Context: an optimization exercise on an open-source flow, tuned for small area. The choices shown serve that exercise and are no tape-out recipe.
Only simulation tests tie the RTL to the original design; equivalence was not proved.
Power figures rest on the tool's default switching activity, not on a simulated workload. No driver is modelled on the clock port, so clocking that relies on it looks cheaper here than on a real chip.

==> flow/design.v, too long to show whole: its modules and the start of the top module <==
// module div_xor2: 3 lines
// module div_xnor2: 3 lines
// module div_mux2i: 3 lines
// module DIV: 2555 lines
module DIV(
    input  wire        clk,
    input  wire        reset,
    input  wire        flush,
    input  wire        CE_in,
    input  wire        ex_valid_ns,
    input  wire        wb_allin,
    input  wire [31:0] dividend_in,
    input  wire [31:0] divisor_in,
    input  wire [5:0]  is_op,
    output reg  [31:0] quotient_out,
    output reg  [31:0] remainder_out,
    output reg         CE_out
);
  // ...
==> flow/run.sh <==
#!/bin/bash
# synth_recipe.tcl (not shown) runs the flow's synth.tcl, then flattens the netlist and writes it again
# the make line also repeats each setting of config.mk as NAME=value (left out here)
make -C /OpenROAD-flow-scripts/flow DESIGN_CONFIG=/design/flow/config.mk WORK_HOME=/design/flow/orfs CLKGATE_MAP_FILE= SYNTH_SCRIPT=/design/flow/synth_recipe.tcl finish
==> flow/config.mk <==
export PLATFORM = sky130hd
export DESIGN_NAME = DIV
export DESIGN_NICKNAME = DIV
export VERILOG_FILES = /design/flow/design.v
export SDC_FILE = /design/flow/constraint.sdc
export NUM_CORES = 4
export LEC_CHECK = 0
export CAP_MARGIN = 20
export CORE_MARGIN = 2
export CORE_UTILIZATION = 70
export CTS_BUF_LIST = sky130_fd_sc_hd__clkbuf_16
export CTS_CLUSTER_DIAMETER = 120
export CTS_CLUSTER_SIZE = 20
export SLEW_MARGIN = 20
export SYNTH_HIERARCHICAL = 1
==> flow/constraint.sdc <==
create_clock -name core_clock -period 12.0 [get_ports {clk}]
set_input_delay 2.4000 -clock core_clock [delete_from_list [all_inputs] [get_ports {clk}]]
set_output_delay 2.4000 -clock core_clock [all_outputs]
set_load 0.01 [all_outputs]
==> flow_metrics.env, run 1 <==
export IMPL_areaGrowthSynthToFinish_pct=12.5
export IMPL_p_per_area_nw_per_um2=168
export IMPL_synth_most_common_cell="dfxtp_1"
export IMPL_hold_buffers=0
export IMPL_grt_first_pass_wirelength_um=142000
export IMPL_path_depth=66
export IMPL_cp_arrival_ns=12.07
export IMPL_hold_slack_ns=0.294
export IMPL_grt_pass1_vias=30100
export IMPL_placed_area_um2=54900
export IMPL_drt_iter0_drc=857
export IMPL_comb_power_mw=2.04
export IMPL_yosysSeqAreaShare_pct=53.8
export IMPL_nets=4660
export IMPL_worstMarginPinSlew_ns=1.08
export IMPL_worstHoldStart="a_s6[0]"
export IMPL_min_to="a_s7[3]"
export IMPL_r2r_start="d_s14[1]"
export IMPL_mostFrequentLayoutCells="dfxtp_1, mux2i_1, xor2_1, xnor2_1, buf_4"
export IMPL_path_common_cell="mux2i_1"
export IMPL_crit_slowest_cell="dfxtp_4"
export IMPL_buffers=309
export IMPL_status="no timing/DRC/antenna violations"
export IMPL_dr_pass1_iters=5
export IMPL_grtUsageMet1_pct=23.2
export IMPL_grt_max_degree=63
export IMPL_clk_pin_slew_ns=0.08
export IMPL_max_slew_margin_pct=27.7
export IMPL_synth_area_um2=51600
export IMPL_antenna_found_initial=3
export IMPL_clock_latency_ns=0.68
export IMPL_top_power_group="sequential cells"
==> inputs of run 2 (changes only) <==
--- a/flow/config.mk
+++ b/flow/config.mk
@@ -9,7 +9,7 @@
 export CORE_MARGIN = 2
 export CORE_UTILIZATION = 70
 export CTS_BUF_LIST = sky130_fd_sc_hd__clkbuf_16
-export CTS_CLUSTER_DIAMETER = 120
-export CTS_CLUSTER_SIZE = 20
+export CTS_CLUSTER_DIAMETER = 140
+export CTS_CLUSTER_SIZE = 23
 export SLEW_MARGIN = 20
 export SYNTH_HIERARCHICAL = 1
==> flow_metrics.env, run 2 <==
export IMPL_status="no timing/DRC/antenna violations"
export IMPL_syn_nets=4298
export IMPL_yosysUniqueCellTypes=59
export IMPL_multi_input_area_um2=23800
export IMPL_start_util_pct=70.7
export IMPL_hold_depth=0
export IMPL_setup_viol=0
export IMPL_ys_flop_type="dfxtp_1"
export IMPL_dr_pass1_iters=5
export IMPL_synth_warning_count=7
export IMPL_routed_wl_um=87500
export IMPL_layout_cells_non_filler=5503
export IMPL_coreArea_um2=73000
export IMPL_synth_common_cells="dfxtp_1, mux2i_1, xor2_1"
export IMPL_cts_tree="built"
export IMPL_post_route_util_pct=79.2
export IMPL_hold_buffers=0
export IMPL_gp_congestion=0.864
export IMPL_total_power_mw=9.59
export IMPL_synth_cells=4185
export IMPL_antenna_found_initial=2
export IMPL_critPathBufInv=4
export IMPL_r2r_slack_ns=0.48
export IMPL_final_antenna_net_count=0
export IMPL_seq_area_um2=27800
export IMPL_ios=141
export IMPL_synth_area_um2=51600
export IMPL_critPathMaxStageDelay_ns=0.37
export IMPL_port_buffers=140
export IMPL_drive_gt1_share_pct=7.11
export IMPL_clk_pin_slew_ns=0.08
export IMPL_nets=4650
export IMPL_clock_latency_ns=0.65
export IMPL_fin_crit_ns=11.52
export IMPL_rows=99
export IMPL_drt_met1_wl_um=32700
export IMPL_async_reset_ff_share_pct=0
export IMPL_final_cell_area_um2=57800
export IMPL_synth_edf_count=0
export IMPL_maxCapViolations=0
export IMPL_grt_first_pass_wirelength_um=141000
export IMPL_cp_max_fo=7
export IMPL_synth_seq_cells=1386
export IMPL_path_common_cell="mux2i_1"
export IMPL_cp_arrival_ns=12.06
export IMPL_max_slew_margin_pct=27.9
export IMPL_syn_area_per_cell_um2=12.3
export IMPL_clock_skew_ns=0.0561
export IMPL_drt_wirelength_per_cell_um=15.9
export IMPL_final_max_slew_viol_count=0
export IMPL_p_leak_nw=22.9
export IMPL_ir_drop_v=0.000171
export IMPL_grt_pass1_vias=29900
export IMPL_die_x_um=276
export IMPL_placed_area_um2=54900
export IMPL_worstPathRequired_ns=12.53
export IMPL_min_to="d_s3[6]"
export IMPL_die_h_um=276
export IMPL_fmax_mhz=86.8
export IMPL_reg2reg_depth=66
export IMPL_vias_per_cell=5.34
export IMPL_htreeDepth=3
export IMPL_p_per_area_nw_per_um2=166
export IMPL_crit_slowest_cell="dfxtp_4"
export IMPL_r2r_start="d_s14[1]"
export IMPL_track_usage_pct=22.6
export IMPL_nFillCells=4592
export IMPL_clock_sinks=1386
export IMPL_cp_top_family="multiplexers"
export IMPL_worstMarginPinSlew_ns=1.08
export IMPL_met2WireLength_um=49200
export IMPL_synth_top_cell_by_area="dfxtp_1"
export IMPL_cts_buffer_depth=3
export IMPL_routed_top_layer="met4"
export IMPL_die_area_um2=75900
export IMPL_areaGrowthSynthToFinish_pct=12.0
export IMPL_root_buffer="clkbuf_16"
export IMPL_mostFrequentLayoutCells="dfxtp_1, mux2i_1, xor2_1, xnor2_1, buf_4"
export IMPL_cts_buffers=70
export IMPL_startpoint_type="register"
export IMPL_yosysSeqAreaShare_pct=53.8
export IMPL_grt_max_degree=63
export IMPL_drt_iter0_drc=863
export IMPL_numPlacedInstances=5340
export IMPL_rsz0062_at_grt="true"
export IMPL_yosysTopAreaCellShare_pct=53.8
export IMPL_final_common_cell="dfxtp_1"
export IMPL_dp_hpwl_um=62400
export IMPL_synth_area_leaders="dfxtp_1, mux2i_1, xor2_1"
export IMPL_hold_viol_final=0
export IMPL_worstHoldStart="d_s2[6]"
export IMPL_via_count=29400
export IMPL_grt_overflow_total=0
export IMPL_period_share_pct=96.0
export IMPL_holdCritPathClass="reg -> reg"
export IMPL_met3_wirelength_um=2150
export IMPL_synth_most_common_cell="dfxtp_1"
export IMPL_cp_end_kind="register"
export IMPL_path_class="reg -> reg"
export IMPL_worst_r2r_endpoint="r_s15[12]"
export IMPL_route_detailed_drc=0
export IMPL_tns_ns=0
[run 2: cell count changes in the layout (fill, tap and decap cells not counted), sizes merged]
cell,delta
inv,+1
clkinv,-1
buf,-1
clkbuf,-9
[run 2: per-module statistics from Yosys (local to each module, per instance)]
module | cells | cell area [µm²] | flip-flops and latches | copies in the design
div_xnor2 | 1 | 8.76 | 0 | 480
DIV | 2201 | 33000 | 1386 | 1
div_mux2i | 1 | 10.0 | 0 | 992
div_xor2 | 1 | 8.76 | 0 | 512
[run 2: how the worst max path moves through the flow]
stage                  start        end  slack [ns]  cells after the start
floorplan           r_s14[0]   r_s15[0]       -0.45                     63
global placement    d_s14[1]   r_s15[1]        0.40                     65
detailed placement  d_s14[1]   r_s15[0]       -0.12                     65
CTS                 d_s14[1]  r_s15[15]      -0.004                     67
global route        d_s14[1]  r_s15[14]       -0.78                     66
finish              d_s14[1]  r_s15[12]        0.48                     66
[run 2: stage by stage]
step | hold slack, ns | setup WS (ns)
floorplan | 0.310 | -0.448
global placement | 0.310 | 0.399
detailed placement | 0.312 | -0.117
CTS | 0.319 | -0.00367
global route | 0.323 | -0.784
finish | 0.317 | 0.479
[run 2: layer usage]
layer	global-route usage (%)	vias up
li1	-	14900
met1	22.5	14000
met2	46.5	378
met3	2.59	176
met4	9.20	0
met5	0	-
[run 2: cells by family (layout without fill, tap and decap cells)]
logic type	after synthesis	count (layout)	synth area share, %
AOI/OAI and AO/OA	185	185	2.32
xor gates and xnor gates	1108	1108	18.8
adders and majority gates	37	37	0.897
buffers and inverters	108	466	0.800
DFF	1386	1386	53.8
muxes	1020	1020	19.8
other	0	1	0
and+or+nand+nor	341	341	3.60
[run 2: cell type report]
| type | instances | area share, % |
|---|---|---|
| Sequential cell | 1386 | 48.0 |
| Tap cell | 959 | 2.08 |
| Antenna cell | 1 | 0.00433 |
| Clock buffer | 70 | 3.03 |
| Inverter | 80 | 0.526 |
| Clock inverter | 8 | 0.357 |
| Timing Repair Buffer | 308 | 4.87 |
| Multi-Input combinational cell | 2691 | 41.1 |
[run 2: report_power, final]
part | internal (mW) | switching, mW
Clock | 1.08 | 1.41
Sequential | 4.87 | 0.200
Combinational | 0.991 | 1.05
Total | 6.94 | 2.66
[run 2: repair_timing]
item,CTS,global route
gates resized for setup,6,41
endpoints found under the hold margin,0,0
setup buffers,11,69
endpoints found under the setup margin,52,128
pin swaps,2,6
cloned,1,3
==> inputs of run 3 (changes only) <==
==> flow/flow/run.sh (new file) <==
#!/bin/bash
# Standard layout, with the port buffers made from the smallest buffer cell and
# non-critical gates downsized after global routing.
set -e
cp standard.sh standard.sh.txt
export BUFFER_PORTS_ARGS="-buffer_cell sky130_fd_sc_hd__buf_1"
export RECOVER_POWER=100
bash standard.sh > standard.log 2>&1
==> flow/standard.sh (new file) <==
#!/bin/bash
# synth_recipe.tcl (not shown) runs the flow's synth.tcl, then flattens the netlist and writes it again
# the make line also repeats each setting of config.mk as NAME=value (left out here)
make -C /OpenROAD-flow-scripts/flow DESIGN_CONFIG=/design/flow/config.mk WORK_HOME=/design/flow/orfs CLKGATE_MAP_FILE= SYNTH_SCRIPT=/design/flow/synth_recipe.tcl "${@:-finish}"
removed: flow/run.sh
==> flow_metrics.env, run 3 <==
export IMPL_status="no timing/DRC/antenna violations"
export IMPL_numPlacedInstances=5342
export IMPL_synth_warning_count=7
export IMPL_critPathMaxStageDelay_ns=0.37
export IMPL_worst_r2r_endpoint="r_s15[3]"
export IMPL_synth_top_cell_by_area="dfxtp_1"
export IMPL_yosysUniqueCellTypes=59
export IMPL_drt_wirelength_per_cell_um=15.4
export IMPL_final_antenna_net_count=0
export IMPL_hold_buffers=0
export IMPL_rsz0062_at_grt="true"
export IMPL_rows=99
export IMPL_die_h_um=276
export IMPL_p_int_mw=6.92
export IMPL_clock_skew_ns=0.0450
export IMPL_clock_latency_ns=0.66
export IMPL_cts_tree="built"
export IMPL_nFillCells=4580
export IMPL_p_clk_share_pct=26.0
export IMPL_final_max_slew_viol_count=0
export IMPL_cp_arrival_ns=12.07
export IMPL_crit_slowest_cell="buf_4"
export IMPL_dr_pass1_iters=5
export IMPL_ir_drop_v=0.000177
export IMPL_p_leak_nw=22.6
export IMPL_hold_slack_ns=0.319
export IMPL_coreArea_um2=73000
export IMPL_grt_overflow_total=0
export IMPL_fin_crit_ns=11.49
export IMPL_routed_wl_um=85000
export IMPL_synth_most_common_cell="dfxtp_1"
export IMPL_startpoint_type="register"
export IMPL_holdCritPathClass="reg -> reg"
export IMPL_syn_nets=4298
export IMPL_crit_end="r_s15[3]"
export IMPL_cp_max_fo=24
export IMPL_vias_per_cell=5.30
export IMPL_grt_pass1_vias=29200
export IMPL_worst_slack_ns=0.513
export IMPL_areaGrowthSynthToFinish_pct=10.6
export IMPL_htreeDepth=3
export IMPL_dp_slack_ns=-0.0891
export IMPL_syn_area_per_cell_um2=12.3
export IMPL_ys_flop_type="dfxtp_1"
export IMPL_path_class="reg -> reg"
export IMPL_yosysTopAreaCellShare_pct=53.8
export IMPL_pwr_share_seq_pct=52.9
export IMPL_async_reset_ff_share_pct=0
export IMPL_via_count=29200
export IMPL_drive_gt1_share_pct=7.39
export IMPL_post_route_util_pct=78.2
export IMPL_setup_viol=0
export IMPL_grt_first_pass_wirelength_um=135000
export IMPL_synth_cells=4185
export IMPL_worstMarginPinSlew_ns=1.01
export IMPL_cts_buffer_depth=3
export IMPL_start_util_pct=70.7
export IMPL_maxCapViolations=0
export IMPL_p_sw_mw=2.65
export IMPL_diodes=0
export IMPL_track_usage_pct=21.6
export IMPL_tns_ns=0
export IMPL_synth_area_um2=51600
export IMPL_cts_buffers=70
export IMPL_grt_max_degree=81
export IMPL_p_per_area_nw_per_um2=168
export IMPL_nets=4656
export IMPL_dp_hpwl_um=60900
export IMPL_synth_seq_cells=1386
export IMPL_max_slew_margin_pct=32.9
export IMPL_placed_area_um2=54100
export IMPL_die_x_um=276
export IMPL_die_area_um2=75900
export IMPL_r2r_slack_ns=0.51
export IMPL_fmax_mhz=87.1
export IMPL_r2r_start="a_s14[31]"
export IMPL_port_buffers=140
export IMPL_cp_end_kind="register"
export IMPL_p_comb_share_pct=21.1
export IMPL_route_detailed_drc=0
export IMPL_worstSetupStartpoint="a_s14[31]"
export IMPL_final_cell_area_um2=57100
export IMPL_gp_congestion=0.871
export IMPL_total_power_mw=9.57
export IMPL_synth_edf_count=0
export IMPL_reg2reg_depth=66
export IMPL_clock_sinks=1386
export IMPL_ios=141
export IMPL_clk_pin_slew_ns=0.09
export IMPL_final_common_cell="dfxtp_1"
export IMPL_hold_viol_final=0
export IMPL_root_buffer="clkbuf_16"
export IMPL_switching_share_pct=27.7
export IMPL_synth_area_leaders="dfxtp_1, mux2i_1, xor2_1"
export IMPL_worstPathRequired_ns=12.58
export IMPL_mostFrequentLayoutCells="dfxtp_1, mux2i_1, xor2_1, xnor2_1, buf_4"
export IMPL_yosysSeqAreaShare_pct=53.8
export IMPL_layout_cells_non_filler=5508
export IMPL_path_common_cell="mux2i_1"
export IMPL_period_share_pct=95.7
export IMPL_synth_common_cells="dfxtp_1, mux2i_1, xor2_1"
export IMPL_drt_iter0_drc=774
export IMPL_antenna_found_initial=3
-- run 3: final cells by class --
class                           count  area (µm²)  share of cell area [%]
Clock buffer                       70        1750                    3.07
Clock inverter                      8         216                   0.379
Inverter                           80         304                   0.533
Multi-Input combinational cell   2691       23800                    41.7
Sequential cell                  1386       27800                    48.6
Tap cell                          959        1200                    2.10
Timing Repair Buffer              314        2030                    3.56
-- run 3: logic make-up (layout without fill, tap and decap cells) --
logic type	Yosys count	in the layout	share of synthesized area, %
mux	1020	1020	19.8
xor+xnor	1108	1108	18.8
flops	1386	1386	53.8
buf+inv	108	472	0.800
compound gates	185	185	2.32
simple gates	341	341	3.60
fa+ha+maj	37	37	0.897
-- run 3: repair_timing --
action | CTS | global route
resized for setup | 3 | 50
setup endpoints to repair | 57 | 129
pin swaps | 2 | 10
cloned | 1 | 6
buffers inserted | 6 | 75
-- run 3: metal layers --
| layer | track usage [%] | up-vias | share of wire, % |
|---|---|---|---|
| li1 | - | 14900 | - |
| met1 | 22.1 | 13800 | 38 |
| met2 | 43.9 | 305 | 57 |
| met3 | 2.59 | 153 | 2.4 |
| met4 | 8.53 | 0 | 3.2 |
| met5 | 0 | - | 0 |
-- run 3: worst min-delay path by stage --
stage	cells after the start	slack (ns)	end	start
after floorplan	0	0.31	a_s10[10]	a_s9[8]
after global placement	0	0.31	a_s2[5]	a_s1[5]
after detailed placement	0	0.31	a_s11[27]	a_s10[25]
after CTS	0	0.31	a_s2[11]	a_s1[11]
after global routing	0	0.32	a_s15[3]	a_s14[1]
final	0	0.32	a_s2[11]	a_s1[11]
-- run 3: per-module statistics from Yosys (local to each module, per instance) --
module     cells inside  cell area [µm²]  flops+latches  copies in the design
DIV                2201            33000           1386                     1
div_mux2i             1             10.0              0                   992
div_xnor2             1             8.76              0                   480
div_xor2              1             8.76              0                   512
-- run 3: power groups by stage --
stage | Clock (mW) | Combinational [mW] | Sequential, mW
floorplan | 0 | 1.58 | 5.11
global placement | 0 | 1.86 | 5.16
detailed placement | 0 | 1.92 | 5.17
CTS | 2.55 | 1.94 | 5.06
global route | 2.71 | 2.21 | 5.10
finish | 2.49 | 2.02 | 5.06
-- run 3: worst max-delay path, delay by kind of cell (launching register included) --
family,cells,cell delay [ns]
muxes,54,8.96
buffers and inverters,8,1.27
and+or+nand+nor,2,0.39
DFF,1,0.35
xor gates and xnor gates,1,0.21
adders and majority gates,1,0.17
==> inputs of run 4 (changes only) <==
--- a/flow/config.mk
+++ b/flow/config.mk
@@ -9,7 +9,7 @@
 export CORE_MARGIN = 2
 export CORE_UTILIZATION = 70
 export CTS_BUF_LIST = sky130_fd_sc_hd__clkbuf_16
-export CTS_CLUSTER_DIAMETER = 140
-export CTS_CLUSTER_SIZE = 23
+export CTS_CLUSTER_DIAMETER = 160
+export CTS_CLUSTER_SIZE = 26
 export SLEW_MARGIN = 20
 export SYNTH_HIERARCHICAL = 1
==> flow_metrics.env, run 4 <==
export IMPL_fmax_mhz=86.3
export IMPL_synth_warning_count=7
export IMPL_worstPathRequired_ns=12.59
export IMPL_numPlacedInstances=5342
export IMPL_holdCritPathClass="reg -> reg"
export IMPL_cp_end_kind="register"
export IMPL_dr_pass1_iters=5
export IMPL_start_util_pct=70.7
export IMPL_critPathMaxStageDelay_ns=0.37
export IMPL_setup_viol=0
export IMPL_grt_overflow_total=0
export IMPL_nets=4636
export IMPL_reg2reg_depth=66
export IMPL_hold_viol_final=0
export IMPL_hold_buffers=0
export IMPL_startpoint_type="register"
export IMPL_root_buffer="clkbuf_16"
export IMPL_port_buffers=140
export IMPL_coreArea_um2=73000
export IMPL_drt_wirelength_per_cell_um=15.4
export IMPL_htreeDepth=2
export IMPL_r2r_slack_ns=0.41
export IMPL_track_usage_pct=21.4
export IMPL_synth_area_leaders="dfxtp_1, mux2i_1, xor2_1"
export IMPL_clock_sinks=1386
export IMPL_synth_cells=4185
export IMPL_p_per_area_nw_per_um2=164
export IMPL_tns_ns=0
export IMPL_hold_depth=0
export IMPL_path_common_cell="mux2i_1"
export IMPL_maxCapViolations=0
export IMPL_synth_area_um2=51600
export IMPL_cp_top_family="multiplexers"
export IMPL_grt_pass1_vias=28900
export IMPL_synth_top_cell_by_area="dfxtp_1"
export IMPL_gp_congestion=0.871
export IMPL_clk_pin_slew_ns=0.10
export IMPL_clock_skew_ns=0.0529
export IMPL_period_share_pct=96.6
export IMPL_rows=99
export IMPL_synth_most_common_cell="dfxtp_1"
export IMPL_mostFrequentLayoutCells="dfxtp_1, mux2i_1, xor2_1, xnor2_1, buf_4"
export IMPL_path_depth=66
export IMPL_synth_edf_count=0
export IMPL_crit_slowest_cell="buf_4"
export IMPL_cts_buffer_depth=3
export IMPL_worstSetupStartpoint="a_s14[31]"
export IMPL_cp_arrival_ns=12.18
export IMPL_yosysTopAreaCellShare_pct=53.8
export IMPL_antenna_found_initial=3
export IMPL_async_reset_ff_share_pct=0
export IMPL_dp_hpwl_um=60900
export IMPL_worst_r2r_endpoint="r_s15[0]"
export IMPL_r2r_start="a_s14[31]"
export IMPL_areaGrowthSynthToFinish_pct=9.61
export IMPL_yosysUniqueCellTypes=59
export IMPL_die_h_um=276
export IMPL_synth_common_cells="dfxtp_1, mux2i_1, xor2_1"
export IMPL_fin_crit_ns=11.59
export IMPL_ios=141
export IMPL_max_slew_margin_pct=31.6
export IMPL_path_class="reg -> reg"
export IMPL_status="no timing/DRC/antenna violations"
export IMPL_yosysSeqAreaShare_pct=53.8
export IMPL_crit_end="r_s15[0]"
export IMPL_final_antenna_net_count=0
export IMPL_die_x_um=276
export IMPL_vias_per_cell=5.29
export IMPL_layout_cells_non_filler=5486
export IMPL_cts_tree="built"
export IMPL_routed_wl_um=84200
export IMPL_critPathBufInv=8
export IMPL_synth_seq_cells=1386
export IMPL_ys_flop_type="dfxtp_1"
export IMPL_die_area_um2=75900
export IMPL_cp_max_fo=24
export IMPL_final_common_cell="dfxtp_1"
export IMPL_final_max_slew_viol_count=0
export IMPL_syn_nets=4298
export IMPL_grt_max_degree=81
export IMPL_grt_first_pass_wirelength_um=134000
export IMPL_rsz0062_at_grt="true"
export IMPL_route_detailed_drc=0
export IMPL_drive_gt1_share_pct=6.81
export IMPL_via_count=29000
export IMPL_worstMarginPinSlew_ns=1.02
export IMPL_cts_buffers=59
export IMPL_clock_latency_ns=0.70
export IMPL_drt_iter0_drc=832
export IMPL_ir_drop_v=0.000174
export IMPL_p_leak_nw=22.4
export IMPL_syn_area_per_cell_um2=12.3
run 4: cell types whose count changed in the layout (fill, tap and decap cells not counted), moves of 2 or more:
cell / delta
diode_2: +2
clkinv_16: -3
buf_6: +2
buf_4: -10
mux2i_1: +4
clkbuf_16: -11
mux2i_2: -3
run 4: worst min-delay path by stage:
stage,start,to
2_1_floorplan,a_s9[8],a_s10[10]
3_3_place_gp,a_s1[5],a_s2[5]
3_5_place_dp,a_s10[25],a_s11[27]
4_1_cts,a_s3[5],a_s4[5]
5_1_grt,a_s3[5],a_s4[5]
6_report,a_s3[5],a_s4[5]
run 4: cells by family (layout without fill, tap and decap cells):
group                      after synthesis  in the layout  synth area share, %
xor gates and xnor gates              1108           1108                 18.8
AOI/OAI and AO/OA                      185            185                 2.32
muxes                                 1020           1020                 19.8
DFF                                   1386           1386                 53.8
adders and majority gates               37             37                0.897
other                                    0              2                    0
and+or+nand+nor                        341            341                 3.60
buffers and inverters                  108            448                0.800
run 4: report_power, final:
part | switching (mW) | internal, mW | total, mW | leakage (nW)
Sequential | 0.197 | 4.87 | 5.06 | 11.6
Clock | 1.34 | 0.895 | 2.23 | 0.771
Combinational | 1.03 | 0.969 | 2.00 | 10.0
Total | 2.57 | 6.73 | 9.30 | 22.4
run 4: Yosys stat by module (local to each module, per instance):
module     copies in the design  cells
div_mux2i                   992      1
DIV                           1   2201
div_xor2                    512      1
div_xnor2                   480      1
run 4: what timing repair did:
item / 4_1_cts / 5_1_grt
pin swaps: 2 / 11
cloned: 1 / 6
gates resized for setup: 3 / 48
setup buffers: 8 / 65
endpoints found under the setup margin: 58 / 120
run 4: layout make-up:
| type | instances | area [µm²] |
|---|---|---|
| inverter | 80 | 304 |
| fill | 4685 | 16400 |
| multi-input combinational | 2691 | 23800 |
| antenna | 2 | 5.00 |
| tap | 959 | 1200 |
| clock inverter | 4 | 110 |
| clock buffer | 59 | 1480 |
| timing repair buffer | 305 | 1950 |
| sequential | 1386 | 27800 |
run 4: per-layer routing:
layer	track usage [%]	vias up	wire length (µm)
li1	-	14800	-
met1	21.9	13800	32200
met2	44.4	285	47600
met3	2.33	141	1810
met4	6.40	0	2690
met5	0	-	0
run 4: stage by stage:
| stage | power (mW) | hold WS [ns] | instance area, µm² | worst slack [ns] | util [%] |
|---|---|---|---|---|---|
| detailed placement | 7.09 | 0.312 | 54100 | -0.0891 | 74.1 |
| global route | 9.74 | 0.320 | 56600 | -1.12 | 77.5 |
| global placement | 7.01 | 0.310 | 54100 | 0.418 | 74.1 |
| floorplan | 6.69 | 0.310 | 51700 | -0.448 | - |
| finish | 9.30 | 0.314 | 56600 | 0.407 | 77.5 |
| CTS | 9.29 | 0.312 | 55800 | 0.00178 | 76.4 |
==> inputs of run 5 (changes only) <==
==> flow/flow/run.sh (replaced) <==
#!/bin/bash
# Standard layout, with the port buffers made from the smallest buffer cell.
set -e
cp standard.sh standard.sh.txt
export BUFFER_PORTS_ARGS="-buffer_cell sky130_fd_sc_hd__buf_1"
bash standard.sh > standard.log 2>&1
--- a/flow/config.mk
+++ b/flow/config.mk
@@ -7,9 +7,9 @@
 export LEC_CHECK = 0
 export CAP_MARGIN = 20
 export CORE_MARGIN = 2
-export CORE_UTILIZATION = 70
+export CORE_UTILIZATION = 60
 export CTS_BUF_LIST = sky130_fd_sc_hd__clkbuf_16
-export CTS_CLUSTER_DIAMETER = 160
-export CTS_CLUSTER_SIZE = 26
+export CTS_CLUSTER_DIAMETER = 190
+export CTS_CLUSTER_SIZE = 32
 export SLEW_MARGIN = 20
 export SYNTH_HIERARCHICAL = 1
==> flow_metrics.env, run 5 <==
export IMPL_die_area_um2=88400
export IMPL_final_common_cell="dfxtp_1"
export IMPL_nFillCells=6688
export IMPL_drt_iter0_drc=725
export IMPL_cts_tree="built"
export IMPL_gp_congestion=0.842
export IMPL_clock_sinks=1386
export IMPL_hold_buffers=0
export IMPL_track_usage_pct=17.3
export IMPL_ios=141
export IMPL_crit_slowest_cell="dfxtp_4"
export IMPL_synth_mux_area_share_pct=19.8
export IMPL_maxCapViolations=0
export IMPL_worst_slack_ns=0.438
export IMPL_startpoint_type="register"
export IMPL_ys_flop_type="dfxtp_1"
export IMPL_drive_gt1_share_pct=7.08
export IMPL_yosysTopAreaCellShare_pct=53.8
export IMPL_rows=107
export IMPL_final_antenna_net_count=0
export IMPL_synth_edf_count=0
export IMPL_post_route_util_pct=66.7
export IMPL_clock_skew_ns=0.0428
export IMPL_path_depth=67
export IMPL_cp_top_family="multiplexers"
export IMPL_coreArea_um2=85100
export IMPL_ir_drop_v=0.000127
export IMPL_max_slew_margin_pct=28.1
export IMPL_synth_common_cells="dfxtp_1, mux2i_1, xor2_1"
export IMPL_htreeDepth=2
export IMPL_syn_area_per_cell_um2=12.3
export IMPL_clk_pin_slew_ns=0.11
export IMPL_synth_top_cell_by_area="dfxtp_1"
export IMPL_p_per_area_nw_per_um2=160
export IMPL_path_common_cell="mux2i_1"
export IMPL_synth_cells=4185
export IMPL_dp_hpwl_um=59800
export IMPL_critPathMaxStageDelay_ns=0.38
export IMPL_start_util_pct=60.6
export IMPL_yosysUniqueCellTypes=59
export IMPL_hold_slack_ns=0.319
export IMPL_routed_wl_um=78900
export IMPL_rsz0062_at_grt="true"
export IMPL_total_power_mw=9.11
export IMPL_mostFrequentLayoutCells="dfxtp_1, mux2i_1, xor2_1, xnor2_1, buf_4"
export IMPL_cp_end_kind="register"
export IMPL_synthAdderAreaFrac_pct=0.897
export IMPL_hold_depth=0
export IMPL_period_share_pct=96.4
export IMPL_synth_top_family_by_area="multiplexers"
export IMPL_synth_xor_area_share_pct=18.8
export IMPL_p_leak_nw=22.4
export IMPL_diodes=0
export IMPL_cp_max_fo=7
export IMPL_root_buffer="clkbuf_16"
export IMPL_synth_seq_cells=1386
export IMPL_status="no timing/DRC/antenna violations"
export IMPL_syn_nets=4298
export IMPL_dr_pass1_iters=5
export IMPL_route_detailed_drc=0
export IMPL_synthSimpleGateAreaFrac_pct=3.60
export IMPL_cp_arrival_ns=12.12
export IMPL_areaGrowthSynthToFinish_pct=10.1
export IMPL_grt_overflow_total=0
export IMPL_synth_area_leaders="dfxtp_1, mux2i_1, xor2_1"
export IMPL_fin_crit_ns=11.56
export IMPL_synth_compound_area_share_pct=2.32
export IMPL_worstMarginPinSlew_ns=1.08
export IMPL_synth_warning_count=7
export IMPL_holdCritPathClass="reg -> reg"
export IMPL_tns_ns=0
export IMPL_die_h_um=297
export IMPL_worstPathRequired_ns=12.56
export IMPL_nets=4656
export IMPL_yosysSeqAreaShare_pct=53.8
export IMPL_vias_per_cell=5.00
export IMPL_fmax_mhz=86.5
export IMPL_cts_buffer_depth=3
export IMPL_final_max_slew_viol_count=0
export IMPL_via_count=28400
export IMPL_r2r_slack_ns=0.44
export IMPL_setup_viol=0
export IMPL_synth_most_common_cell="dfxtp_1"
export IMPL_async_reset_ff_share_pct=0
export IMPL_drt_wirelength_per_cell_um=13.9
export IMPL_synth_area_um2=51600
export IMPL_path_class="reg -> reg"
export IMPL_cts_buffers=49
export IMPL_die_x_um=297
export IMPL_grt_pass1_vias=27900
export IMPL_grt_max_degree=63
export IMPL_grt_first_pass_wirelength_um=130000
export IMPL_dp_slack_ns=-0.133
export IMPL_clock_latency_ns=0.66
export IMPL_port_buffers=140
export IMPL_hold_viol_final=0
export IMPL_critPathBufInv=5
export IMPL_antenna_found_initial=5
export IMPL_reg2reg_depth=67
## run 5: cell types whose count changed in the layout (fill, tap and decap cells not counted), sizes merged
cell | previous run | this run
clkbuf | 64 | 54
buf | 300 | 330
diode | 2 | 0
## run 5: final timing paths
| check | to | from |
|---|---|---|
| max | r_s15[25] | d_s14[1] |
| min | a_s6[5] | a_s5[1] |
| max reg2reg | r_s15[25] | d_s14[1] |
| min reg2reg | a_s6[5] | a_s5[1] |
## run 5: cell type report
type | count | area (µm²) | area share (%)
Clock buffer | 49 | 1230 | 2.16
Clock inverter | 4 | 110 | 0.194
Inverter | 80 | 304 | 0.535
Multi-Input combinational cell | 2691 | 23800 | 41.8
Sequential cell | 1386 | 27800 | 48.9
Tap cell | 1144 | 1430 | 2.52
Timing Repair Buffer | 335 | 2220 | 3.91
## run 5: what timing repair did
action,in CTS,in global routing
gates cloned,1,6
setup buffers,10,69
pin swaps,1,8
resized for setup,1,45
endpoints found under the setup margin,30,128
## run 5: metrics by stage
stage               cells  area (µm²)
floorplan            4185       51700
global placement     5550       54500
detailed placement   5550       54500
CTS                  5614       55900
global route         5689       56800
finish               5689       56800
## run 5: logic make-up (layout without fill, tap and decap cells)
kind of cell	Yosys count	count (layout)
and+or+nand+nor	341	341
AOI/OAI and AO/OA	185	185
buffers and inverters	108	468
DFF	1386	1386
xor gates and xnor gates	1108	1108
muxes	1020	1020
adders and majority gates	37	37
## run 5: per-layer routing
layer / global-route usage (%) / part of all wire (%) / up-vias
met5: 0 / 0 / -
met4: 4.22 / 2.2 / 0
met3: 1.86 / 2.1 / 84
met2: 35.2 / 56 / 228
met1: 18.7 / 40 / 13200
li1: - / - / 14900
## run 5: power by group
part,internal [mW],leakage (nW),switching (mW)
Sequential,4.87,11.6,0.191
Clock,0.758,0.648,1.28
Combinational,0.989,10.2,1.02
Total,6.61,22.4,2.49
## run 5: worst register-to-register path: cells and delay by family (launching register included)
kind	cells	cell delay [ns]
xor+xnor	2	0.36
buf+inv	5	0.72
flops	1	0.38
mux	58	9.53
simple gates	2	0.46
## run 5: per-module statistics from Yosys, one instance, submodules excluded
module     cell area, µm²  cells inside
DIV                 33000          2201
div_xnor2            8.76             1
div_mux2i            10.0             1
div_xor2             8.76             1
==> inputs of run 6 (changes only) <==
--- a/flow/config.mk
+++ b/flow/config.mk
@@ -7,9 +7,9 @@
 export LEC_CHECK = 0
 export CAP_MARGIN = 20
 export CORE_MARGIN = 2
-export CORE_UTILIZATION = 60
+export CORE_UTILIZATION = 70
 export CTS_BUF_LIST = sky130_fd_sc_hd__clkbuf_16
-export CTS_CLUSTER_DIAMETER = 190
-export CTS_CLUSTER_SIZE = 32
+export CTS_CLUSTER_DIAMETER = 140
+export CTS_CLUSTER_SIZE = 23
 export SLEW_MARGIN = 20
 export SYNTH_HIERARCHICAL = 1
==> flow_metrics.env, run 6 <==
export IMPL_status="no timing/DRC/antenna violations"
export IMPL_cts_tree="built"
export IMPL_mostFrequentLayoutCells="dfxtp_1, mux2i_1, xor2_1, xnor2_1, buf_4"
export IMPL_final_common_cell="dfxtp_1"
export IMPL_via_count=29200
export IMPL_worstPathRequired_ns=12.58
export IMPL_dp_hpwl_um=60900
export IMPL_p_per_area_nw_per_um2=168
export IMPL_synth_area_um2=51600
export IMPL_start_util_pct=70.7
export IMPL_placed_area_um2=54100
export IMPL_grt_overflow_total=0
export IMPL_total_power_mw=9.57
export IMPL_ys_flop_type="dfxtp_1"
export IMPL_ir_drop_v=0.000177
export IMPL_synth_cells=4185
export IMPL_yosysSeqAreaShare_pct=53.8
export IMPL_grt_max_degree=81
export IMPL_worstHoldStart="a_s1[11]"
export IMPL_clock_latency_ns=0.66
export IMPL_vias_per_cell=5.30
export IMPL_yosysTopAreaCellShare_pct=53.8
export IMPL_cp_arrival_ns=12.07
export IMPL_clk_pin_slew_ns=0.09
export IMPL_yosysUniqueCellTypes=59
export IMPL_track_usage_pct=21.6
export IMPL_diodes=0
export IMPL_path_common_cell="mux2i_1"
export IMPL_drt_wirelength_per_cell_um=15.4
export IMPL_critPathBufInv=8
export IMPL_port_buffers=140
export IMPL_synth_area_leaders="dfxtp_1, mux2i_1, xor2_1"
export IMPL_dr_pass1_iters=5
export IMPL_final_cell_area_um2=57100
export IMPL_grt_first_pass_wirelength_um=135000
export IMPL_route_detailed_drc=0
export IMPL_synth_common_cells="dfxtp_1, mux2i_1, xor2_1"
export IMPL_grt_pass1_vias=29200
export IMPL_die_x_um=276
export IMPL_maxCapViolations=0
export IMPL_clock_skew_ns=0.0451
export IMPL_cts_buffers=70
export IMPL_die_area_um2=75900
export IMPL_synth_top_cell_by_area="dfxtp_1"
export IMPL_drt_iter0_drc=774
export IMPL_fin_crit_ns=11.49
export IMPL_seq_area_um2=27800
export IMPL_synth_edf_count=0
export IMPL_period_share_pct=95.7
export IMPL_synth_seq_cells=1386
export IMPL_nets=4656
export IMPL_gp_congestion=0.871
export IMPL_post_route_util_pct=78.2
export IMPL_tns_ns=0
export IMPL_p_leak_nw=22.6
export IMPL_htreeDepth=3
export IMPL_async_reset_ff_share_pct=0
export IMPL_cp_end_kind="register"
export IMPL_hold_viol_final=0
export IMPL_rsz0062_at_grt="true"
export IMPL_holdCritPathClass="reg -> reg"
export IMPL_clock_sinks=1386
export IMPL_routed_wl_um=85000
export IMPL_multi_input_area_um2=23800
export IMPL_startpoint_type="register"
export IMPL_path_class="reg -> reg"
export IMPL_final_antenna_net_count=0
export IMPL_nFillCells=4579
export IMPL_syn_nets=4298
export IMPL_coreArea_um2=73000
export IMPL_fmax_mhz=87.1
export IMPL_critPathMaxStageDelay_ns=0.37
export IMPL_worstMarginPinSlew_ns=1.01
export IMPL_setup_viol=0
export IMPL_cts_buffer_depth=3
export IMPL_ios=141
export IMPL_crit_slowest_cell="buf_4"
export IMPL_synth_warning_count=7
export IMPL_root_buffer="clkbuf_16"
export IMPL_r2r_start="a_s14[31]"
export IMPL_rows=99
export IMPL_synth_most_common_cell="dfxtp_1"
export IMPL_cp_top_family="multiplexers"
export IMPL_cp_max_fo=24
export IMPL_antenna_found_initial=3
export IMPL_die_h_um=276
export IMPL_areaGrowthSynthToFinish_pct=10.6
export IMPL_hold_buffers=0
export IMPL_max_slew_margin_pct=32.9
export IMPL_drive_gt1_share_pct=7.43
export IMPL_worstSetupStartpoint="a_s14[31]"
export IMPL_final_max_slew_viol_count=0
export IMPL_syn_area_per_cell_um2=12.3
## run 6: changes by cell type in the layout (fill, tap and decap cells not counted), sizes merged
cell    before  now
buf        330  309
clkbuf      54   75
clkinv       3    7
## run 6: kinds of logic after synthesis
family          synth area share (%)
flops                           53.8
xor+xnor                        18.8
mux                             19.8
simple gates                    3.60
compound gates                  2.32
buf+inv                        0.800
fa+ha+maj                      0.897
## run 6: per-layer routing
metal / track usage [%] / up-vias / routed length (µm)
li1: - / 14900 / -
met1: 22.1 / 13800 / 32200
met2: 43.9 / 305 / 48000
met3: 2.59 / 153 / 2000
met4: 8.53 / 0 / 2700
met5: 0 / - / 0
## run 6: cell type report
cell class | instances | area share, %
Clock buffer | 70 | 3.07
Timing Repair Buffer | 314 | 3.56
Multi-Input combinational cell | 2691 | 41.7
Clock inverter | 8 | 0.379
Tap cell | 959 | 2.10
Inverter | 80 | 0.533
Sequential cell | 1386 | 48.6
## run 6: final timing paths
kind	depth (start not counted)	slack (ns)	endpoint
worst max-delay path	66	0.51	r_s15[3]
worst min-delay path	0	0.32	a_s2[11]
worst max register to register	66	0.51	r_s15[3]
worst min register to register	0	0.32	a_s2[11]
## run 6: repair_timing
item	in CTS	in global routing
pin swaps	2	10
gates resized for setup	3	50
setup buffers	6	75
cloned	1	6
endpoints found under the setup margin	57	129
## run 6: stage by stage
step / setup WS [ns] / hold slack (ns) / instances
global route: -0.908 / 0.315 / 5508
global placement: 0.418 / 0.310 / 5342
finish: 0.513 / 0.319 / 5508
CTS: -0.0200 / 0.311 / 5427
floorplan: -0.448 / 0.310 / 4185
detailed placement: -0.0891 / 0.312 / 5342
## run 6: per-module statistics from Yosys, one instance, submodules excluded
module / area [µm²] / flip-flops and latches
div_xor2: 8.76 / 0
div_mux2i: 10.0 / 0
DIV: 33000 / 1386
div_xnor2: 8.76 / 0
## run 6: where the power goes
part | leakage, nW | internal, mW | total, mW | switching (mW)
clock | 0.948 | 1.08 | 2.49 | 1.41
sequential | 11.6 | 4.87 | 5.06 | 0.197
combinational | 10.1 | 0.977 | 2.02 | 1.04
total | 22.6 | 6.92 | 9.57 | 2.65
## run 6: worst reg2reg max path, delay by kind of cell (launching register included)
family | cells | cell delay [ns]
flip-flops | 1 | 0.35
XOR/XNOR | 1 | 0.21
multiplexers | 54 | 8.98
AND/OR/NAND/NOR | 2 | 0.39
buffers and inverters | 8 | 1.28
adder cells (fa/ha/maj) | 1 | 0.17
==> inputs of run 7 (changes only) <==
==> flow/config.mk (replaced) <==
export PLATFORM = sky130hd
export DESIGN_NAME = DIV
export DESIGN_NICKNAME = DIV
export VERILOG_FILES = /design/flow/design.v
export SDC_FILE = /design/flow/constraint.sdc
export NUM_CORES = 4
export LEC_CHECK = 0
export ABC_AREA = 1
export CAP_MARGIN = 20
export CORE_MARGIN = 2
export CORE_UTILIZATION = 70
export CTS_BUF_LIST = sky130_fd_sc_hd__clkbuf_16
export CTS_CLUSTER_DIAMETER = 160
export CTS_CLUSTER_SIZE = 26
export SLEW_MARGIN = 20
export SYNTH_HIERARCHICAL = 1
==> flow_metrics.env, run 7 <==
export IMPL_p_sw_mw=3.40
export IMPL_clk_pin_slew_ns=0.10
export IMPL_p_comb_share_pct=26.4
export IMPL_final_common_cell="nand2_1"
export IMPL_synth_warning_count=7
export IMPL_port_buffers=140
export IMPL_pwr_share_seq_pct=50.5
export IMPL_gp_congestion=0.894
export IMPL_drive_gt1_share_pct=5.30
export IMPL_rows=120
export IMPL_hold_depth=0
export IMPL_p_int_mw=6.64
export IMPL_synth_area_um2=75600
export IMPL_grt_overflow_total=0
export IMPL_path_class="reg -> reg"
export IMPL_dr_pass1_iters=6
export IMPL_worstHoldStart="a_s9[28]"
export IMPL_vias_per_cell=4.44
export IMPL_die_x_um=333
export IMPL_max_slew_margin_pct=40.5
export IMPL_route_detailed_drc=0
export IMPL_worst_r2r_endpoint="r_s15[0]"
export IMPL_synth_most_common_cell="nand2_1"
export IMPL_final_max_slew_viol_count=0
export IMPL_maxCapViolations=0
export IMPL_rsz0062_at_grt="true"
export IMPL_setup_viol=0
export IMPL_clock_skew_ns=0.0309
export IMPL_antenna_found_initial=1
export IMPL_die_area_um2=111000
export IMPL_layout_cells_non_filler=15500
export IMPL_ys_flop_type="dfxtp_1"
export IMPL_synth_seq_cells=1386
export IMPL_routed_wl_um=164000
export IMPL_via_count=68800
export IMPL_final_antenna_net_count=0
export IMPL_yosysSeqAreaShare_pct=36.7
export IMPL_numPlacedInstances=15300
export IMPL_multi_input_area_um2=29200
export IMPL_seq_area_um2=27800
export IMPL_placed_area_um2=78300
export IMPL_period_share_pct=95.3
export IMPL_mostFrequentLayoutCells="nand2_1, inv_1, dfxtp_1, nand2_2, nor2_1"
export IMPL_grt_max_degree=63
export IMPL_ios=141
export IMPL_cp_arrival_ns=12.09
export IMPL_cts_buffer_depth=3
export IMPL_coreArea_um2=107000
export IMPL_critPathMaxStageDelay_ns=0.35
export IMPL_hold_buffers=0
export IMPL_htreeDepth=2
export IMPL_fmax_mhz=87.4
export IMPL_p_clk_share_pct=23.1
export IMPL_synth_common_cells="nand2_1, inv_1, dfxtp_1"
export IMPL_yosysUniqueCellTypes=38
export IMPL_status="no timing/DRC/antenna violations"
export IMPL_fin_crit_ns=11.44
export IMPL_clock_sinks=1386
export IMPL_yosysTopAreaCellShare_pct=36.7
export IMPL_die_h_um=333
export IMPL_nets=14200
export IMPL_p_leak_nw=57.3
export IMPL_drt_iter0_drc=3520
export IMPL_grt_first_pass_wirelength_um=264000
export IMPL_synth_edf_count=0
export IMPL_synth_top_cell_by_area="dfxtp_1"
export IMPL_r2r_start="a_s14[31]"
export IMPL_hold_slack_ns=0.323
export IMPL_track_usage_pct=27.8
export IMPL_crit_slowest_cell="dfxtp_2"
export IMPL_r2r_slack_ns=0.56
export IMPL_async_reset_ff_share_pct=0
export IMPL_min_to="a_s10[30]"
export IMPL_grt_pass1_vias=63300
export IMPL_areaGrowthSynthToFinish_pct=8.78
export IMPL_syn_area_per_cell_um2=5.50
export IMPL_synth_cells=13800
export IMPL_cts_tree="built"
export IMPL_ir_drop_v=0.000135
export IMPL_diodes=0
export IMPL_nFillCells=8520
export IMPL_switching_share_pct=33.8
export IMPL_p_per_area_nw_per_um2=122
export IMPL_worstPathRequired_ns=12.65
export IMPL_cp_end_kind="register"
export IMPL_start_util_pct=70.7
export IMPL_worstMarginPinSlew_ns=0.887
export IMPL_dp_hpwl_um=119000
export IMPL_syn_nets=13900
export IMPL_worstSetupStartpoint="a_s14[31]"
export IMPL_synth_area_leaders="dfxtp_1, nand2_1, inv_1"
export IMPL_root_buffer="clkbuf_16"
export IMPL_cts_buffers=59
export IMPL_path_common_cell="nand2_2"
export IMPL_reg2reg_depth=184
export IMPL_holdCritPathClass="reg -> reg"
export IMPL_drt_wirelength_per_cell_um=10.5
export IMPL_clock_latency_ns=0.73
export IMPL_hold_viol_final=0
export IMPL_final_cell_area_um2=82300
export IMPL_startpoint_type="register"
export IMPL_cp_max_fo=7
run 7: cell count changes in the layout (fill, tap and decap cells not counted), moves of 126 or more:
cell	before	now
nor2_1	33	236
inv_1	78	5084
mux2i_1	991	4
nand3_1	13	139
xor2_1	575	57
nand2_2	0	307
nand2_1	116	6090
xnor2_1	519	10
run 7: power by group through the flow:
stage / clock (mW) / sequential, mW / combinational [mW]
6_report: 2.32 / 5.07 / 2.65
5_1_grt: 2.52 / 5.11 / 3.13
4_1_cts: 2.35 / 5.07 / 2.48
3_5_place_dp: 0 / 5.18 / 2.45
3_3_place_gp: 0 / 5.16 / 2.32
2_1_floorplan: 0 / 5.09 / 1.97
run 7: per-layer routing:
| metal | share of wire, % | global-route usage (%) | wire, µm |
|---|---|---|---|
| met5 | 0.0080 | 0 | 13 |
| met3 | 3.1 | 2.97 | 5040 |
| met4 | 6.2 | 14.0 | 10200 |
| met1 | 37 | 27.5 | 61100 |
| met2 | 53 | 56.2 | 87200 |
run 7: critical path: cells and delay by family, from the launching register on:
kind	cells	cell delay, ns
flip-flops	1	0.35
buffers and inverters	62	3.21
adder cells (fa/ha/maj)	1	0.15
AO/OA/AOI/OAI	1	0.06
AND/OR/NAND/NOR	119	7.41
multiplexers	1	0.17
run 7: logic make-up (layout without fill, tap and decap cells):
logic type,Yosys count,in the layout,synth area share (%)
and+or+nand+nor,6904,6904,35.0
AOI/OAI and AO/OA,117,117,0.794
DFF,1386,1386,36.7
adders and majority gates,37,37,0.612
xor gates and xnor gates,67,67,0.776
muxes,5,5,0.0678
buffers and inverters,5237,5592,26.1
run 7: stage by stage:
step / utilization, % / power, mW / setup TNS, ns / setup slack (ns)
finish: 76.9 / 10.0 / 0 / 0.562
global route: 76.9 / 10.8 / -46.03 / -0.666
CTS: 74.8 / 9.91 / 0 / 0.0121
detailed placement: 73.1 / 7.63 / -12.92 / -0.360
global placement: 73.1 / 7.48 / -0.914 / -0.0381
floorplan: - / 7.06 / 0 / 0.0343
run 7: how the worst max path moves through the flow:
stage                      endpoint  depth (start not counted)
final                      r_s15[0]                        184
after floorplan           r_s15[10]                        183
after detailed placement  r_s15[14]                        185
after global routing       r_s15[8]                        186
after global placement    r_s15[22]                        185
after CTS                  r_s15[9]                        187
run 7: per-module statistics from Yosys (local to each module, per instance):
| module | cells | flip-flops and latches | copies in the design | cell area (µm²) |
|---|---|---|---|---|
| div_mux2i | 6 | 0 | 992 | 22.5 |
| div_xnor2 | 5 | 0 | 480 | 18.8 |
| div_xor2 | 5 | 0 | 512 | 18.8 |
| DIV | 2841 | 1386 | 1 | 34700 |
run 7: area by class of cell:
type	count	area share [%]
Clock buffer	59	1.79
Clock inverter	4	0.117
Inverter	5211	23.9
Multi-Input combinational cell	7130	35.4
Sequential cell	1386	33.8
Tap cell	1403	2.13
Timing Repair Buffer	312	2.85
Timing Repair inverter	6	0.0426
run 7: repair_timing:
| action | in CTS | in global routing |
|---|---|---|
| resized for setup | 29 | 505 |
| pin swaps | 2 | 133 |
| endpoints found under the hold margin | 0 | 0 |
| setup endpoints to repair | 75 | 190 |
| setup buffers | 5 | 88 |
| gates cloned | 3 | 28 |
==> inputs of run 8 (changes only) <==
--- a/flow/config.mk
+++ b/flow/config.mk
@@ -5,7 +5,6 @@
 export SDC_FILE = /design/flow/constraint.sdc
 export NUM_CORES = 4
 export LEC_CHECK = 0
-export ABC_AREA = 1
 export CAP_MARGIN = 20
 export CORE_MARGIN = 2
 export CORE_UTILIZATION = 70
==> flow_metrics.env, run 8 <==
export IMPL_layout_cells_non_filler=5486
export IMPL_p_int_mw=6.73
export IMPL_path_class="reg -> reg"
export IMPL_htreeDepth=2
export IMPL_crit_slowest_cell="buf_4"
export IMPL_synth_common_cells="dfxtp_1, mux2i_1, xor2_1"
export IMPL_via_count=29000
export IMPL_yosysTopAreaCellShare_pct=53.8
export IMPL_critPathMaxStageDelay_ns=0.37
export IMPL_clock_skew_ns=0.0529
export IMPL_coreArea_um2=73000
export IMPL_switching_share_pct=27.6
export IMPL_final_max_slew_viol_count=0
export IMPL_cp_max_fo=24
export IMPL_worst_slack_ns=0.407
export IMPL_dp_hpwl_um=60900
export IMPL_clock_sinks=1386
export IMPL_synth_edf_count=0
export IMPL_dr_pass1_iters=5
export IMPL_maxCapViolations=0
export IMPL_synth_area_leaders="dfxtp_1, mux2i_1, xor2_1"
export IMPL_synth_seq_cells=1386
export IMPL_die_h_um=276
export IMPL_hold_slack_ns=0.314
export IMPL_p_leak_nw=22.4
export IMPL_p_sw_mw=2.57
export IMPL_status="no timing/DRC/antenna violations"
export IMPL_total_power_mw=9.30
export IMPL_start_util_pct=70.7
export IMPL_yosysSeqAreaShare_pct=53.8
export IMPL_hold_viol_final=0
export IMPL_ys_flop_type="dfxtp_1"
export IMPL_synth_area_um2=51600
export IMPL_grtUsageMet1_pct=21.9
export IMPL_yosysUniqueCellTypes=59
export IMPL_p_clk_share_pct=24.0
export IMPL_route_detailed_drc=0
export IMPL_grt_pass1_vias=28900
export IMPL_cts_buffers=59
export IMPL_track_usage_pct=21.4
export IMPL_rows=99
export IMPL_syn_area_per_cell_um2=12.3
export IMPL_ios=141
export IMPL_drt_iter0_drc=832
export IMPL_clock_latency_ns=0.70
export IMPL_startpoint_type="register"
export IMPL_dp_slack_ns=-0.0891
export IMPL_setup_viol=0
export IMPL_synth_cells=4185
export IMPL_antenna_found_initial=3
export IMPL_grt_first_pass_wirelength_um=134000
export IMPL_drive_gt1_share_pct=6.85
export IMPL_cp_top_family="multiplexers"
export IMPL_synth_top_cell_by_area="dfxtp_1"
export IMPL_fmax_mhz=86.3
export IMPL_pwr_share_seq_pct=54.5
export IMPL_final_antenna_net_count=0
export IMPL_syn_nets=4298
export IMPL_mostFrequentLayoutCells="dfxtp_1, mux2i_1, xor2_1, xnor2_1, buf_4"
export IMPL_grt_max_degree=81
export IMPL_numPlacedInstances=5342
export IMPL_cp_end_kind="register"
export IMPL_grt_use_met2_pct=44.4
export IMPL_fin_crit_ns=11.59
export IMPL_synth_most_common_cell="dfxtp_1"
export IMPL_die_area_um2=75900
export IMPL_cts_buffer_depth=3
export IMPL_drt_wirelength_per_cell_um=15.4
export IMPL_p_comb_share_pct=21.5
export IMPL_root_buffer="clkbuf_16"
export IMPL_cts_tree="built"
export IMPL_worstMarginPinSlew_ns=1.02
export IMPL_critPathBufInv=8
export IMPL_p_per_area_nw_per_um2=164
export IMPL_holdCritPathClass="reg -> reg"
export IMPL_synth_warning_count=7
export IMPL_nets=4636
export IMPL_top_usage_layer="met2"
export IMPL_tns_ns=0
export IMPL_clk_pin_slew_ns=0.10
export IMPL_period_share_pct=96.6
export IMPL_path_common_cell="mux2i_1"
export IMPL_final_common_cell="dfxtp_1"
export IMPL_cp_arrival_ns=12.18
export IMPL_areaGrowthSynthToFinish_pct=9.61
export IMPL_max_slew_margin_pct=31.6
export IMPL_ir_drop_v=0.000174
export IMPL_met3_usage_pct=2.33
export IMPL_die_x_um=276
export IMPL_port_buffers=140
export IMPL_vias_per_cell=5.29
export IMPL_grt_overflow_total=0
export IMPL_routed_wl_um=84200
export IMPL_worstPathRequired_ns=12.59
export IMPL_gp_congestion=0.871
export IMPL_rsz0062_at_grt="true"
export IMPL_async_reset_ff_share_pct=0
-- run 8: cell types whose count changed after synthesis, sizes merged, moves of 220 or more --
cell   delta
nand2  -6285
inv    -5130
mux2i  +1004
xor2    +525
xnor2   +516
nor2    -220
-- run 8: layout make-up --
| class | instances | area (µm²) |
|---|---|---|
| Clock inverter | 4 | 110 |
| Sequential cell | 1386 | 27800 |
| Clock buffer | 59 | 1480 |
| Antenna cell | 2 | 5.00 |
| Fill cell | 4683 | 16400 |
| Inverter | 80 | 304 |
| Timing Repair Buffer | 305 | 1950 |
| Multi-Input combinational cell | 2691 | 23800 |
| Tap cell | 959 | 1200 |
-- run 8: path summary, 6_finish.rpt --
kind               to  cells after the start  slack (ns)      start
max          r_s15[0]                     66        0.41  a_s14[31]
min           a_s4[5]                      0        0.31    a_s3[5]
max reg2reg  r_s15[0]                     66        0.41  a_s14[31]
min reg2reg   a_s4[5]                      0        0.31    a_s3[5]
-- run 8: per-layer routing --
layer  vias up  share of wire (%)
met3       141                2.1
met1     13800                 38
met5         -                  0
met2       285                 56
li1      14800                  -
met4         0                3.2
-- run 8: repair_timing --
item                                   CTS  global route
endpoints found under the hold margin    0             0
pin swaps                                2            11
gates resized for setup                  3            48
buffers inserted                         8            65
hold buffers                             0             0
cloned                                   1             6
setup endpoints to repair               58           120
-- run 8: worst reg2reg max path: cells and delay by family (launching register included) --
family                   cells  cell delay (ns)
XOR/XNOR                     1             0.21
buffers and inverters        8             1.27
adder cells (fa/ha/maj)      1             0.18
AND/OR/NAND/NOR              2             0.38
multiplexers                54             9.11
flip-flops                   1             0.36
-- run 8: power groups by stage --
stage,combinational (mW),sequential (mW),clock [mW]
6_report,2.00,5.06,2.23
5_1_grt,2.20,5.10,2.44
4_1_cts,1.94,5.07,2.29
3_5_place_dp,1.92,5.17,0
3_3_place_gp,1.86,5.16,0
2_1_floorplan,1.58,5.11,0
-- run 8: Yosys stat by module, one instance, submodules excluded --
module     area, µm²  cells inside  times used  flops+latches
div_mux2i       10.0             1         992              0
DIV            33000          2201           1           1386
div_xnor2       8.76             1         480              0
div_xor2        8.76             1         512              0
-- run 8: cell families after synthesis --
| logic type | Yosys count | synth area share (%) |
|---|---|---|
| buf+inv | 108 | 0.800 |
| flops | 1386 | 53.8 |
| compound gates | 185 | 2.32 |
| mux | 1020 | 19.8 |
| xor+xnor | 1108 | 18.8 |
| simple gates | 341 | 3.60 |
| fa+ha+maj | 37 | 0.897 |
-- run 8: metrics by stage --
stage | cell area [µm²] | utilization [%]
finish | 56600 | 77.5
global route | 56600 | 77.5
CTS | 55800 | 76.4
detailed placement | 54100 | 74.1
global placement | 54100 | 74.1
floorplan | 51700 | -

==> what the ideal ports hide <==
In the flow no input, the clock included, has a driving cell. The finished layouts below were timed again as built, in two steps.
Step 1 (the two cells are an assumption about what drives the block):
set clk [get_ports {clk}]
set_driving_cell -lib_cell sky130_fd_sc_hd__clkbuf_16 $clk
set_driving_cell -lib_cell sky130_fd_sc_hd__buf_2 [delete_from_list [all_inputs] $clk]
Step 2 times the ports against the registers' clock, not the clock port: input delays grow and output delays shrink by t, the midpoint of the rising clock arrivals with the driver on.
a / b / c = no drivers / after step 1 / after step 2; a / b = the first two.
run | t, ns | setup WS [ns] | hold WS [ns] | slew at the worst register clock pin (ns) | worst slew at a driven data input, ns
run 1 | 0.716 | 0.476 / 0.476 / 0.476 | 0.294 / 0.294 / 0.294 | 0.09 / 0.09 | 0.06
run 2 | 0.696 | 0.479 / 0.479 / 0.479 | 0.317 / 0.317 / 0.317 | 0.09 / 0.09 | 0.06
run 3 | 0.714 | 0.513 / 0.513 / 0.513 | 0.319 / 0.319 / 0.319 | 0.09 / 0.09 | 0.05
run 4 | 0.742 | 0.407 / 0.407 / 0.407 | 0.314 / 0.314 / 0.314 | 0.10 / 0.10 | 0.05
run 5 | 0.706 | 0.438 / 0.438 / 0.438 | 0.319 / 0.319 / 0.319 | 0.12 / 0.12 | 0.05
run 6 | 0.714 | 0.513 / 0.513 / 0.513 | 0.319 / 0.319 / 0.319 | 0.09 / 0.09 | 0.05
run 7 | 0.794 | 0.562 / 0.562 / 0.562 | 0.323 / 0.323 / 0.323 | 0.12 / 0.12 | 0.04
run 8 | 0.742 | 0.407 / 0.407 / 0.407 | 0.314 / 0.314 / 0.314 | 0.10 / 0.10 | 0.05
After both steps every run listed still meets setup and hold.
